Context: an optimization exercise on an open-source flow, tuned for small area. The choices shown serve that exercise and are no tape-out recipe.
Only simulation tests tie the RTL to the original design; equivalence was not proved.
The clock port is modelled as an ideal driver, which makes a skipped or thinned clock tree look cheaper than it is; a real chip needs a root buffer or a tree.
Power figures rest on the tool's default switching activity, not on a simulated workload.

Setup of v4:
==> flow/design.v <==
module ClockWithBtn #(
    parameter FREQUENCY_IN = 1000
)(
    input  wire       clk,
    input  wire       rst,
    input  wire       en_in,
    input  wire       timerSetupBtn_in,
    input  wire       timerSelectBtn_in,
    input  wire       timerUpBtn_in,
    input  wire       timerDownBtn_in,
    output wire [7:0] bcdSecond_out,
    output wire [7:0] bcdMinute_out,
    output wire [7:0] bcdHour_out
);
reg  [9:0] dv;
reg        p;
wire       dv_term = (dv == 10'b0000111111);
wire       dv_clr  = rst | dv_term;
always @(posedge clk) begin
    dv <= dv_clr ? 10'd0 : {~dv[8:0], ~(dv[2] ^ dv[9])};
    p  <= ~rst & dv_term;
end
reg  [8:0] bk;
reg        w;
wire       bk_term = bk[1] & bk[3] & ~bk[4] & bk[5] & bk[7] & ~bk[8];
wire       bk_clr  = rst | bk_term;
always @(posedge clk) begin
    bk <= bk_clr ? 9'd0 : {~bk[7:0], ~(bk[3] ^ bk[8])};
    w  <= ~rst & (w ^ bk_term);
end
reg  act, s1, s0;
wire idle   = ~act & ~s0;
wire setact = act & ~timerSetupBtn_in & ~timerSelectBtn_in;
wire up     = setact & timerUpBtn_in;
wire dn     = setact & ~timerUpBtn_in & timerDownBtn_in;
wire selS   = ~s1 & ~s0;
wire selM   = s0;
wire selH   = s1;
always @(posedge clk) begin
    if (rst) begin
        act <= 1'b0; s1 <= 1'b0; s0 <= 1'b0;
    end else if (act) begin
        if (timerSetupBtn_in) begin
            act <= 1'b0; s1 <= 1'b1; s0 <= 1'b1;
        end else if (timerSelectBtn_in) begin
            s1 <= s0; s0 <= ~s1 & ~s0;
        end
    end else begin
        act <= idle & timerSetupBtn_in;
        s1  <= 1'b0;
        s0  <= 1'b0;
    end
end
reg  [3:0] su_n, mu_n, hu_n;
reg  [2:0] st_n, mt_n;
reg  [1:0] ht_n;
wire [3:0] su = ~su_n, mu = ~mu_n, hu = ~hu_n;
wire [2:0] st = ~st_n, mt = ~mt_n;
wire [1:0] ht = ~ht_n;
wire tick  = p & en_in & idle & ~timerSetupBtn_in;
wire sec59 = (su == 4'd9) & (st == 3'd5);
wire min59 = (mu == 4'd9) & (mt == 3'd5);
wire incS  = tick | (up & selS);
wire decS  = dn & selS;
wire incM  = (tick & sec59) | (up & selM);
wire decM  = dn & selM;
wire incH  = (tick & sec59 & min59) | (up & selH);
wire decH  = dn & selH;
wire su9 = su[0] & su[3];
wire su0 = ~su[0] & ~su[1] & ~su[2] & ~su[3];
wire mu9 = mu[0] & mu[3];
wire mu0 = ~mu[0] & ~mu[1] & ~mu[2] & ~mu[3];
wire hu9 = hu[0] & hu[3];
wire hu0 = ~hu[0] & ~hu[1] & ~hu[2] & ~hu[3];
wire h23 = ht[1] & hu[0] & hu[1];
wire h00 = hu0 & ~ht[0] & ~ht[1];
wire [3:0] su_t = {
    incS & su[0] & ((su[1] & su[2]) | su[3]) | decS & ~su[0] & ~su[1] & ~su[2],
    incS & su[0] & su[1] | decS & ~su[0] & ~su[1] & (su[2] | su[3]),
    incS & su[0] & ~su[3] | decS & ~su[0] & (su[1] | su[2] | su[3]),
    incS | decS};
wire cS = incS & su9, bS_ = decS & su0;
wire [2:0] st_t = {
    cS & st[0] & (st[1] | st[2]) | bS_ & ~st[0] & ~st[1],
    cS & st[0] & ~st[2] | bS_ & ~st[0] & (st[1] | st[2]),
    cS | bS_};
wire [3:0] mu_t = {
    incM & mu[0] & ((mu[1] & mu[2]) | mu[3]) | decM & ~mu[0] & ~mu[1] & ~mu[2],
    incM & mu[0] & mu[1] | decM & ~mu[0] & ~mu[1] & (mu[2] | mu[3]),
    incM & mu[0] & ~mu[3] | decM & ~mu[0] & (mu[1] | mu[2] | mu[3]),
    incM | decM};
wire cM = incM & mu9, bM_ = decM & mu0;
wire [2:0] mt_t = {
    cM & mt[0] & (mt[1] | mt[2]) | bM_ & ~mt[0] & ~mt[1],
    cM & mt[0] & ~mt[2] | bM_ & ~mt[0] & (mt[1] | mt[2]),
    cM | bM_};
wire [3:0] hu_t = {
    incH & hu[0] & ((hu[1] & hu[2]) | hu[3]) | decH & ~hu[0] & ~hu[1] & ~hu[2] & (hu[3] | ht[0] | ht[1]),
    incH & hu[0] & hu[1] & ~ht[1] | decH & ~hu[0] & ~hu[1] & (hu[2] | hu[3]),
    incH & hu[0] & ~hu[3] | decH & ~hu[0] & (hu[1] | hu[2] | hu[3] | (~ht[0] & ~ht[1])),
    incH | decH};
wire [1:0] ht_t = {
    incH & (hu9 & ht[0] | h23) | decH & hu0 & ~ht[0],
    incH & hu9 | decH & hu0 & (ht[0] | ht[1])};
always @(posedge clk) begin
    su_n <= rst ? 4'hF : su_n ^ su_t;
    st_n <= rst ? 3'h7 : st_n ^ st_t;
    mu_n <= rst ? 4'hF : mu_n ^ mu_t;
    mt_n <= rst ? 3'h7 : mt_n ^ mt_t;
    hu_n <= rst ? 4'hF : hu_n ^ hu_t;
    ht_n <= rst ? 2'h3 : ht_n ^ ht_t;
end
wire bS = act & selS & ~w;
wire bM = act & selM & ~w;
wire bH = act & selH & ~w;
assign bcdSecond_out = {bS, ~(st_n & {3{~bS}}), ~(su_n & {4{~bS}})};
assign bcdMinute_out = {bM, ~(mt_n & {3{~bM}}), ~(mu_n & {4{~bM}})};
assign bcdHour_out   = {bH, bH, ~(ht_n & {2{~bH}}), ~(hu_n & {4{~bH}})};
endmodule
clock: 10.0 ns
lec_check: 0
cap_margin: 20
core_area: 2.3 2.72 64.86 64.6
die_area: 0 0 67.16 67.16
gpl_timing_driven: 0
place_density: 0.95
slew_margin: 20
standard.sh (not shown) runs the stock make flow with config.mk's settings and CLKGATE_MAP_FILE= SYNTH_SCRIPT=/design/flow/synth_recipe.tcl, a recipe that flattens the netlist after the stock synthesis.
==> flow/flow/run.sh <==
#!/bin/bash
# Own layout flow: the standard flow, with these changes:
#  - synthesis maps the logic with several area-oriented ABC scripts
#    (flow/abc/*.abc) and keeps the smallest result; everything else in
#    synthesis is the standard flow's own script (synth_recipe.tcl)
#  - no buffers are inserted in synthesis for outputs wired straight to a net
#    (SYNTH_INSBUF=0), and the port buffers are buf_1 cells
#  - the clock tree is four buffers driven by the clock port, each feeding a
#    cluster of about a quarter of the flip-flops (flow/cts_hook.tcl); each
#    is a clkbuf_4, upsized while the estimated slew at its clock pins is high
# Each tool's output goes to the logs under orfs/logs and to flow_make.log here.
set -euo pipefail
W=$(pwd)
export MY_WORK="$W"
export MY_ABC_DIR="$W/flow/abc"
export MY_ABC_TMP="$W"
export SYNTH_INSBUF=0
export BUFFER_PORTS_ARGS="-buffer_cell sky130_fd_sc_hd__buf_1"
export PRE_CTS_TCL="$W/flow/cts_hook.tcl"
export MY_CTS_GROUPS=4
export MY_CTS_BUF=sky130_fd_sc_hd__clkbuf_4
export MY_CTS_SIZES="sky130_fd_sc_hd__clkbuf_8 sky130_fd_sc_hd__clkbuf_16"
export MY_CTS_SLEW=0.11
sed -e "s#SYNTH_SCRIPT=[^ ]*#SYNTH_SCRIPT=$W/flow/my_synth.tcl#" standard.sh > my_standard.sh
grep -q "SYNTH_SCRIPT=$W/flow/my_synth.tcl" my_standard.sh
bash my_standard.sh finish > flow_make.log 2>&1
==> flow/flow/abc/j_ds_nf2.abc <==
strash
 &get -n
 &deepsyn -T 20
 &put
 dch -f
 map -a
 topo
 &get -n
 &nf -R 1000
 &put
 &get -n
 &dch -f
 &nf -R 1000
 &put
==> flow/flow/abc/k_ds_nf4.abc <==
strash
 &get -n
 &deepsyn -T 20
 &put
 dch -f
 map -a
 topo
 &get -n
 &nf -R 1000
 &put
 &get -n
 &dch -f
 &nf -R 1000
 &put
 &get -n
 &dch -f
 &nf -R 1000
 &put
 &get -n
 &dch -f
 &nf -R 1000
 &put
==> flow/flow/abc/l_ds_dc2nf.abc <==
strash
 &get -n
 &deepsyn -T 20
 &put
 dch -f
 map -a
 topo
 &get -n
 &nf -R 1000
 &put
 &get -n
 &dc2
 &dch -f
 &nf -R 1000
 &put
==> flow/flow/abc/m_ds40_nf2.abc <==
strash
 &get -n
 &deepsyn -T 40 -S 2
 &put
 dch -f
 map -a
 topo
 &get -n
 &nf -R 1000
 &put
 &get -n
 &dch -f
 &nf -R 1000
 &put
==> flow/flow/cts_hook.tcl <==
# Clock tree: the clock port drives MY_CTS_GROUPS buffers (MY_CTS_BUF)
# directly, each feeding one cluster of flip-flops (k-means on position).
proc clock_tree_synthesis {args} {
  set ng $::env(MY_CTS_GROUPS)
  set bc $::env(MY_CTS_BUF)
  set bufs {}
  set block [ord::get_db_block]
  set net [$block findNet clk]
  set sinks {}
  foreach it [$net getITerms] {
    if {[$it isInputSignal]} {
      set inst [$it getInst]
      set b [$inst getBBox]
      set x [expr {([$b xMin] + [$b xMax]) / 2.0}]
      set y [expr {([$b yMin] + [$b yMax]) / 2.0}]
      lappend sinks [list $x $y "[$inst getName]/[[$it getMTerm] getName]"]
    }
  }
  set sinks [lsort -real -index 0 $sinks]
  set n [llength $sinks]
  # initial centres: slabs in x
  set cen {}
  for {set g 0} {$g < $ng} {incr g} {
    set s [lindex $sinks [expr {(2 * $g + 1) * $n / (2 * $ng)}]]
    lappend cen [list [lindex $s 0] [lindex $s 1]]
  }
  # balanced k-means: each cluster takes at most ceil(n/ng) sinks
  set cap [expr {($n + $ng - 1) / $ng}]
  for {set it 0} {$it < 30} {incr it} {
    set pairs {}
    set i 0
    foreach s $sinks {
      set g 0
      foreach c $cen {
        set d [expr {abs([lindex $s 0] - [lindex $c 0]) + abs([lindex $s 1] - [lindex $c 1])}]
        lappend pairs [list $d $i $g]
        incr g
      }
      incr i
    }
    set pairs [lsort -real -index 0 $pairs]
    set asg [lrepeat $n -1]
    set cnt [lrepeat $ng 0]
    foreach p $pairs {
      lassign $p d i g
      if {[lindex $asg $i] >= 0 || [lindex $cnt $g] >= $cap} continue
      lset asg $i $g
      lset cnt $g [expr {[lindex $cnt $g] + 1}]
    }
    set newcen {}
    for {set g 0} {$g < $ng} {incr g} {
      set sx 0; set sy 0; set k 0
      for {set i 0} {$i < $n} {incr i} {
        if {[lindex $asg $i] == $g} {
          set s [lindex $sinks $i]
          set sx [expr {$sx + [lindex $s 0]}]; set sy [expr {$sy + [lindex $s 1]}]; incr k
        }
      }
      lappend newcen [list [expr {$sx / $k}] [expr {$sy / $k}]]
    }
    set cen $newcen
  }
  for {set g 0} {$g < $ng} {incr g} {
    set pins {}
    for {set i 0} {$i < $n} {incr i} {
      if {[lindex $asg $i] == $g} { lappend pins [get_pins [lindex [lindex $sinks $i] 2]] }
    }
    set c [lindex $cen $g]
    set buf [insert_buffer -buffer_cell $bc -net clk -load_pins $pins \
      -location [list [expr {[lindex $c 0] / 1000.0}] [expr {[lindex $c 1] / 1000.0}]] \
      -buffer_name clkbuf_$g -net_name clknet_$g]
    lappend bufs $buf
  }
  # upsize a buffer while the estimated slew at its flip-flops' clock pins
  # is above MY_CTS_SLEW (ns)
  set sizes $::env(MY_CTS_SIZES)
  set_propagated_clock [all_clocks]
  estimate_parasitics -placement
  foreach buf $bufs {
    set name [get_full_name $buf]
    foreach size $sizes {
      set worst 0
      foreach pin [get_pins -of_objects [get_nets -of_objects [get_pins $name/X]]] {
        if {[get_full_name $pin] eq "$name/X"} continue
        set worst [expr {max($worst, [get_property $pin slew_max])}]
      }
      puts "clock buffer $name [get_property $buf ref_name] slew $worst"
      if {$worst <= $::env(MY_CTS_SLEW)} break
      replace_cell $buf $size
      estimate_parasitics -placement
    }
  }
}
Other scripts of this flow, unchanged in this note and not shown: flow/flow/abc/a_ds.abc, flow/flow/abc/b_m3.abc, flow/flow/abc/c_F.abc, flow/flow/abc/f_ds30nf.abc, flow/flow/abc/i_ds20s9.abc, flow/flow/my_synth.tcl
## Diff of input files: v37 against v4
Settings: PLACE_DENSITY: 0.95 -> 0.85; GPL_TIMING_DRIVEN: 0 -> unset.
==> flow/flow/run.sh <==
#!/bin/bash
# Own layout flow: the standard flow, with these changes:
#  - synthesis maps the logic with several area-oriented ABC scripts
#    (flow/abc/*.abc) and keeps the smallest result; everything else in
#    synthesis is the standard flow's own script (synth_recipe.tcl)
#  - the port buffers are buf_1 cells
#  - the clock tree is three buffers driven by the clock port, each feeding a
#    cluster of about a third of the flip-flops (flow/cts_hook.tcl); each
#    is a clkbuf_8, upsized while the estimated slew at its clock pins is high
# Each tool's output goes to the logs under orfs/logs and to flow_make.log here.
set -euo pipefail
W=$(pwd)
export MY_WORK="$W"
export MY_ABC_DIR="$W/flow/abc"
export MY_ABC_TMP="$W"
export BUFFER_PORTS_ARGS="-buffer_cell sky130_fd_sc_hd__buf_1"
export PRE_CTS_TCL="$W/flow/cts_hook.tcl"
export MY_CTS_GROUPS=3
export MY_CTS_BUF=sky130_fd_sc_hd__clkbuf_8
export MY_CTS_SIZES="sky130_fd_sc_hd__clkbuf_16"
export MY_CTS_SLEW=0.10
sed -e "s#SYNTH_SCRIPT=[^ ]*#SYNTH_SCRIPT=$W/flow/my_synth.tcl#" standard.sh > my_standard.sh
grep -q "SYNTH_SCRIPT=$W/flow/my_synth.tcl" my_standard.sh
bash my_standard.sh finish > flow_make.log 2>&1
removed: flow/flow/abc/j_ds_nf2.abc
removed: flow/flow/abc/k_ds_nf4.abc
removed: flow/flow/abc/l_ds_dc2nf.abc
removed: flow/flow/abc/m_ds40_nf2.abc
==> comparison <==
- In the flow results for v4 and v37, the utilization is smaller on v4.
- Sort v4 and v37 by footprint of the multi-input gates, descending, and v37 comes first.
- v4 → v37: overall power -1.3%; worst-case reg-to-reg path depth ~0 delta.
The inputs of v28 differ from those of v37 as listed below.
Settings: setting GPL_TIMING_DRIVEN to 0 for the first time.
==> flow/flow/run.sh <==
#!/bin/bash
# Own layout flow: the standard flow, with these changes:
#  - synthesis maps the logic with several area-oriented ABC scripts
#    (flow/abc/*.abc) and keeps the smallest result; everything else in
#    synthesis is the standard flow's own script (synth_recipe.tcl)
#  - no buffers are inserted in synthesis for outputs wired straight to a net
#    (SYNTH_INSBUF=0), and the port buffers are buf_1 cells
#  - the clock tree is three buffers driven by the clock port, each feeding a
#    cluster of about a third of the flip-flops (flow/cts_hook.tcl); each
#    is a clkbuf_8, upsized while the estimated slew at its clock pins is high
# Each tool's output goes to the logs under orfs/logs and to flow_make.log here.
set -euo pipefail
W=$(pwd)
export MY_WORK="$W"
export MY_ABC_DIR="$W/flow/abc"
export MY_ABC_TMP="$W"
export SYNTH_INSBUF=0
export BUFFER_PORTS_ARGS="-buffer_cell sky130_fd_sc_hd__buf_1"
export PRE_CTS_TCL="$W/flow/cts_hook.tcl"
export MY_CTS_GROUPS=3
export MY_CTS_BUF=sky130_fd_sc_hd__clkbuf_8
export MY_CTS_SIZES="sky130_fd_sc_hd__clkbuf_16"
export MY_CTS_SLEW=0.11
sed -e "s#SYNTH_SCRIPT=[^ ]*#SYNTH_SCRIPT=$W/flow/my_synth.tcl#" standard.sh > my_standard.sh
grep -q "SYNTH_SCRIPT=$W/flow/my_synth.tcl" my_standard.sh
bash my_standard.sh finish > flow_make.log 2>&1
==> flow/flow/abc/j_ds_nf2.abc (new file) <==
strash
 &get -n
 &deepsyn -T 20
 &put
 dch -f
 map -a
 topo
 &get -n
 &nf -R 1000
 &put
 &get -n
 &dch -f
 &nf -R 1000
 &put
==> flow/flow/abc/k_ds_nf4.abc (new file) <==
strash
 &get -n
 &deepsyn -T 20
 &put
 dch -f
 map -a
 topo
 &get -n
 &nf -R 1000
 &put
 &get -n
 &dch -f
 &nf -R 1000
 &put
 &get -n
 &dch -f
 &nf -R 1000
 &put
 &get -n
 &dch -f
 &nf -R 1000
 &put
==> flow/flow/abc/l_ds_dc2nf.abc (new file) <==
strash
 &get -n
 &deepsyn -T 20
 &put
 dch -f
 map -a
 topo
 &get -n
 &nf -R 1000
 &put
 &get -n
 &dc2
 &dch -f
 &nf -R 1000
 &put
==> flow/flow/abc/m_ds40_nf2.abc (new file) <==
strash
 &get -n
 &deepsyn -T 40 -S 2
 &put
 dch -f
 map -a
 topo
 &get -n
 &nf -R 1000
 &put
 &get -n
 &dch -f
 &nf -R 1000
 &put
## What came out
Delta (v28 minus v37): first-pass GRT wire length fell by 3.8%, proportion of power drawn by the clock network fell by 0.3 points, routability congestion estimate fell by about 0.9%, final core utilization fell by 1.0 points. met2 wire length down 6.8% in v28 wrt v37. v28 vs. v37: summed area of non-filler cells in the final layout went down by 38 um^2. Power: v28 > v37. Summary of v28 over v37: routed wire length now sits lower; worst slack at placement now sits higher. Going from v37 to v28, mapped cell area shrank by a few percent.
Modified inputs, v11 compared to v28
Settings: changing SLEW_MARGIN from 20 to 0; removing GPL_TIMING_DRIVEN (formerly 0); changing CAP_MARGIN from 20 to 0.
==> flow/flow/run.sh <==
#!/bin/bash
# Own layout flow: the standard flow, with these changes:
#  - synthesis maps the logic with several area-oriented ABC scripts
#    (flow/abc/*.abc) and keeps the smallest result; everything else in
#    synthesis is the standard flow's own script (synth_recipe.tcl)
#  - the port buffers are buf_1 cells
#  - the clock tree is three buffers driven by the clock port, each feeding a
#    cluster of about a third of the flip-flops (flow/cts_hook.tcl); each
#    is a clkbuf_8, upsized while the estimated slew at its clock pins is high
# Each tool's output goes to the logs under orfs/logs and to flow_make.log here.
set -euo pipefail
W=$(pwd)
export MY_WORK="$W"
export MY_ABC_DIR="$W/flow/abc"
export MY_ABC_TMP="$W"
export BUFFER_PORTS_ARGS="-buffer_cell sky130_fd_sc_hd__buf_1"
export PRE_CTS_TCL="$W/flow/cts_hook.tcl"
export MY_CTS_GROUPS=3
export MY_CTS_BUF=sky130_fd_sc_hd__clkbuf_8
export MY_CTS_SIZES="sky130_fd_sc_hd__clkbuf_16"
export MY_CTS_SLEW=0.10
sed -e "s#SYNTH_SCRIPT=[^ ]*#SYNTH_SCRIPT=$W/flow/my_synth.tcl#" standard.sh > my_standard.sh
grep -q "SYNTH_SCRIPT=$W/flow/my_synth.tcl" my_standard.sh
bash my_standard.sh finish > flow_make.log 2>&1
## What came out
Both conditions hold for v11: the flow ran to the end and the final layout passed the timing, DRC and antenna checks. v11 has more setup slack than v28. Relative to v28, post-synthesis net count has increased by 4 in v11. Relative to v28, post-synthesis sequential area ratio decreased by 0.82 points in v11. Measured against each other, v28 and v11 differ in multi-input gate share of the layout cell area, the lower figure coming from v11. v11 vs v28 — initial detailed-routing violation count dropped by more than 10%. Between v11 and v28, the number of cells on the worst reg-to-reg path does not differ in any meaningful way. v11 -> v28: die area delta 0, exact match. The instance area at placement of v11 is higher than that of v28. met1 capacity usage during global routing on v11 is up relative to v28.
In every run of this note, the design's own scripts or RTL, not TritonCTS, make the clock network.

## afterwards: timing with drivers on the ports
The results above use ideal ports. As a check the final layouts listed here were re-extracted and re-timed, cells and wires unchanged. Step 1 (the two cells are an assumption about what drives the block):
set clk [get_ports {clk}]
set_driving_cell -lib_cell sky130_fd_sc_hd__clkbuf_16 $clk
set_driving_cell -lib_cell sky130_fd_sc_hd__buf_2 [delete_from_list [all_inputs] $clk]
Step 2 moves the port delays by t, midway between the first and last clock arrival at a register: inputs arrive t later, outputs are due t later. That takes back most of the time a late clock gives input paths. a / b / c = no drivers / after step 1 / after step 2; a / b = the first two.
| run | t (ns) | slack for setup (ns) | hold slack, ns | cell pins on the clock port's net |
|---|---|---|---|---|
| v4 | 0.197 | 6.257 / 6.270 / 6.073 | 0.342 / 0.342 / 0.342 | 4 |
| v37 | 0.190 | 5.788 / 5.809 / 5.619 | 0.395 / 0.395 / 0.395 | 3 |
| v28 | 0.189 | 6.215 / 6.237 / 6.049 | 0.390 / 0.390 / 0.390 | 3 |
| v11 | 0.185 | 6.286 / 6.304 / 6.119 | 0.386 / 0.386 / 0.386 | 3 |
After both steps setup and hold are still met in every run listed. For v4, which loses most, drivers alone change the setup slack by +0.013 ns; drivers and shift together by -0.184 ns.
